Background: an optimization exercise with open tools, aiming at small area and a short achievable clock period. Do not read the settings as production practice.

## run 1
// MACRegister
module MACRegister(
    input clk,
    input rst,
    input [1:0] opcode,
    input [15:0] a,
    input [15:0] b,
    output [31:0] dataOut
    );
    reg [31:0] register;
    assign dataOut = register;
    wire [31:0] rt = ~register;
    wire pp0_0 = ~(a[0] & b[0]), pp0_1 = ~(a[0] & b[1]), pp0_2 = ~(a[0] & b[2]), pp0_3 = ~(a[0] & b[3]), pp0_4 = ~(a[0] & b[4]), pp0_5 = ~(a[0] & b[5]), pp0_6 = ~(a[0] & b[6]), pp0_7 = ~(a[0] & b[7]), pp0_8 = ~(a[0] & b[8]), pp0_9 = ~(a[0] & b[9]), pp0_10 = ~(a[0] & b[10]), pp0_11 = ~(a[0] & b[11]), pp0_12 = ~(a[0] & b[12]), pp0_13 = ~(a[0] & b[13]), pp0_14 = ~(a[0] & b[14]), pp0_15 = ~(a[0] & b[15]);
    wire pp1_0 = ~(a[1] & b[0]), pp1_1 = ~(a[1] & b[1]), pp1_2 = ~(a[1] & b[2]), pp1_3 = ~(a[1] & b[3]), pp1_4 = ~(a[1] & b[4]), pp1_5 = ~(a[1] & b[5]), pp1_6 = ~(a[1] & b[6]), pp1_7 = ~(a[1] & b[7]), pp1_8 = ~(a[1] & b[8]), pp1_9 = ~(a[1] & b[9]), pp1_10 = ~(a[1] & b[10]), pp1_11 = ~(a[1] & b[11]), pp1_12 = ~(a[1] & b[12]), pp1_13 = ~(a[1] & b[13]), pp1_14 = ~(a[1] & b[14]), pp1_15 = ~(a[1] & b[15]);
    wire pp2_0 = ~(a[2] & b[0]), pp2_1 = ~(a[2] & b[1]), pp2_2 = ~(a[2] & b[2]), pp2_3 = ~(a[2] & b[3]), pp2_4 = ~(a[2] & b[4]), pp2_5 = ~(a[2] & b[5]), pp2_6 = ~(a[2] & b[6]), pp2_7 = ~(a[2] & b[7]), pp2_8 = ~(a[2] & b[8]), pp2_9 = ~(a[2] & b[9]), pp2_10 = ~(a[2] & b[10]), pp2_11 = ~(a[2] & b[11]), pp2_12 = ~(a[2] & b[12]), pp2_13 = ~(a[2] & b[13]), pp2_14 = ~(a[2] & b[14]), pp2_15 = ~(a[2] & b[15]);
  ...
==> flow/config.mk <==
export PLATFORM = sky130hd
export DESIGN_NAME = MACRegister
export DESIGN_NICKNAME = MACRegister
export VERILOG_FILES = /design/flow/design.v
export SDC_FILE = /design/flow/constraint.sdc
export NUM_CORES = 4
export LEC_CHECK = 0
export CAP_MARGIN = 20
export CORE_MARGIN = 2
export CORE_UTILIZATION = 40
export SETUP_SLACK_MARGIN = 1.0
export SLEW_MARGIN = 20
export SYNTH_HIERARCHICAL = 1
export SYNTH_MINIMUM_KEEP_SIZE = 0
==> flow/constraint.sdc <==
create_clock -name core_clock -period 19.0 [get_ports {clk}]
set_input_delay 3.8000 -clock core_clock [delete_from_list [all_inputs] [get_ports {clk}]]
set_output_delay 3.8000 -clock core_clock [all_outputs]
set_load 0.01 [all_outputs]
standard.sh (not shown) runs the stock make flow with config.mk's settings and CLKGATE_MAP_FILE= SYNTH_SCRIPT=/design/flow/synth_recipe.tcl, a recipe that flattens the netlist after the stock synthesis.
==> flow/flow/run.sh <==
#!/bin/bash
# Standard ORFS layout, with buf_2 port buffers, and timing repair aiming for 10.5 ns of
# setup slack at the design's clock period (i.e. a tighter internal target).
set -euo pipefail
bash standard.sh "BUFFER_PORTS_ARGS=-buffer_cell sky130_fd_sc_hd__buf_2" "SETUP_SLACK_MARGIN=10.5" finish > make_finish.log 2>&1
--- input diff run 1..run 2 ---
==> flow/flow/run.sh <==
#!/bin/bash
# Standard ORFS layout, with buf_2 port buffers, and timing repair aiming for 10 ns of
# setup slack at the design's clock period (i.e. a tighter internal target).
set -euo pipefail
bash standard.sh "BUFFER_PORTS_ARGS=-buffer_cell sky130_fd_sc_hd__buf_2" "SETUP_SLACK_MARGIN=10" finish > make_finish.log 2>&1
[summary]
Taking run 1 as the reference, in run 2 post-layout worst setup margin fell by 320 ps, worst hold slack stayed essentially flat, layout clock buffer count fell by 1, total routed wirelength fell by about 3.8%. Delay contributed by the slowest stage of the critical path was higher in the run labelled run 2. The design area of run 2 was superior to that of run 1. Across both runs, fraction of final layout cells sized beyond drive strength 1 was lower for run 2 than for run 1. In run 2 the worst max-slew margin expressed relative to the limit turned out 11 points higher than in run 1. Minimum clock period after layout came out higher on run 2 than on run 1.
Relative to run 2, the following input files were edited for run 3:
==> flow/flow/run.sh <==
#!/bin/bash
# Standard ORFS layout, with buf_2 port buffers, and timing repair aiming for 10.25 ns of
# setup slack at the design's clock period (i.e. a tighter internal target).
set -euo pipefail
bash standard.sh "BUFFER_PORTS_ARGS=-buffer_cell sky130_fd_sc_hd__buf_2" "SETUP_SLACK_MARGIN=10.25" finish > make_finish.log 2>&1
Results
Diff run 2 -> run 3: worst-case clock buffer depth level, wire length moved up. Against run 2, run 3 comes in about 6% higher on detailed-routing wirelength on met1. [run 3] worst-case setup slack after placement fell 120 ps relative to run 2. register[31] as the critical path capture point was reported by run 3, and register[30] by run 2. Global-route wire length before repair: run 3 higher than run 2. In the flow results for run 2 and run 3, the met1 usage is smaller on run 2.
> inputs changed (run 3 -> run 4)
==> flow/flow/run.sh <==
#!/bin/bash
# Standard ORFS layout, with the port buffers made of buf_2 cells instead of the default choice.
set -euo pipefail
bash standard.sh "BUFFER_PORTS_ARGS=-buffer_cell sky130_fd_sc_hd__buf_2" finish > make_finish.log 2>&1
Results
- register[31] as the critical path capture point was reported by run 3, and register[30] by run 4.
- Run 3 → run 4: via count saw little to no change; fraction of layout instances using a drive strength above 1 went down by 2.0 points; multi-input gate share of the layout cell area shows an increase of 1.4 points.
No run of this note included a check of the RTL's function; only the layout flow was run.

[re-timing with driven ports]
No port has a modelled driver above. Below, the same layouts with a new extraction and two added sets of constraints. Step 1 sets driving cells, clkbuf_16 on the clock port and buf_2 on the other inputs (assumed; they add their load-dependent delay and slew). Step 2 moves the port delays by t, midway between the first and last clock arrival at a register: inputs arrive t later, outputs are due t later. That takes back most of the time a late clock gives input paths. Slacks: no drivers / after step 1 / after step 2; pairs: no drivers / after step 1.
| run | shift t [ns] | setup slack, ns | hold slack, ns | clock arrival spread, ns | worst register clock-pin slew, ns |
|---|---|---|---|---|---|
| run 1 | 0.324 | 10.538 / 10.493 / 10.169 | 0.492 / 0.492 / 0.492 | 0.007 / 0.007 | 0.06 / 0.06 |
| run 2 | 0.316 | 10.222 / 10.230 / 9.914 | 0.490 / 0.490 / 0.490 | 0.008 / 0.008 | 0.06 / 0.06 |
| run 3 | 0.324 | 10.444 / 10.434 / 10.110 | 0.491 / 0.491 / 0.491 | 0.010 / 0.010 | 0.07 / 0.07 |
| run 4 | 0.316 | 9.978 / 9.990 / 9.674 | 0.490 / 0.490 / 0.490 | 0.010 / 0.010 | 0.06 / 0.06 |
After both steps setup and hold are still met in every run listed. For run 1, which loses most, drivers alone change the setup slack by -0.045 ns; drivers and shift together by -0.369 ns.
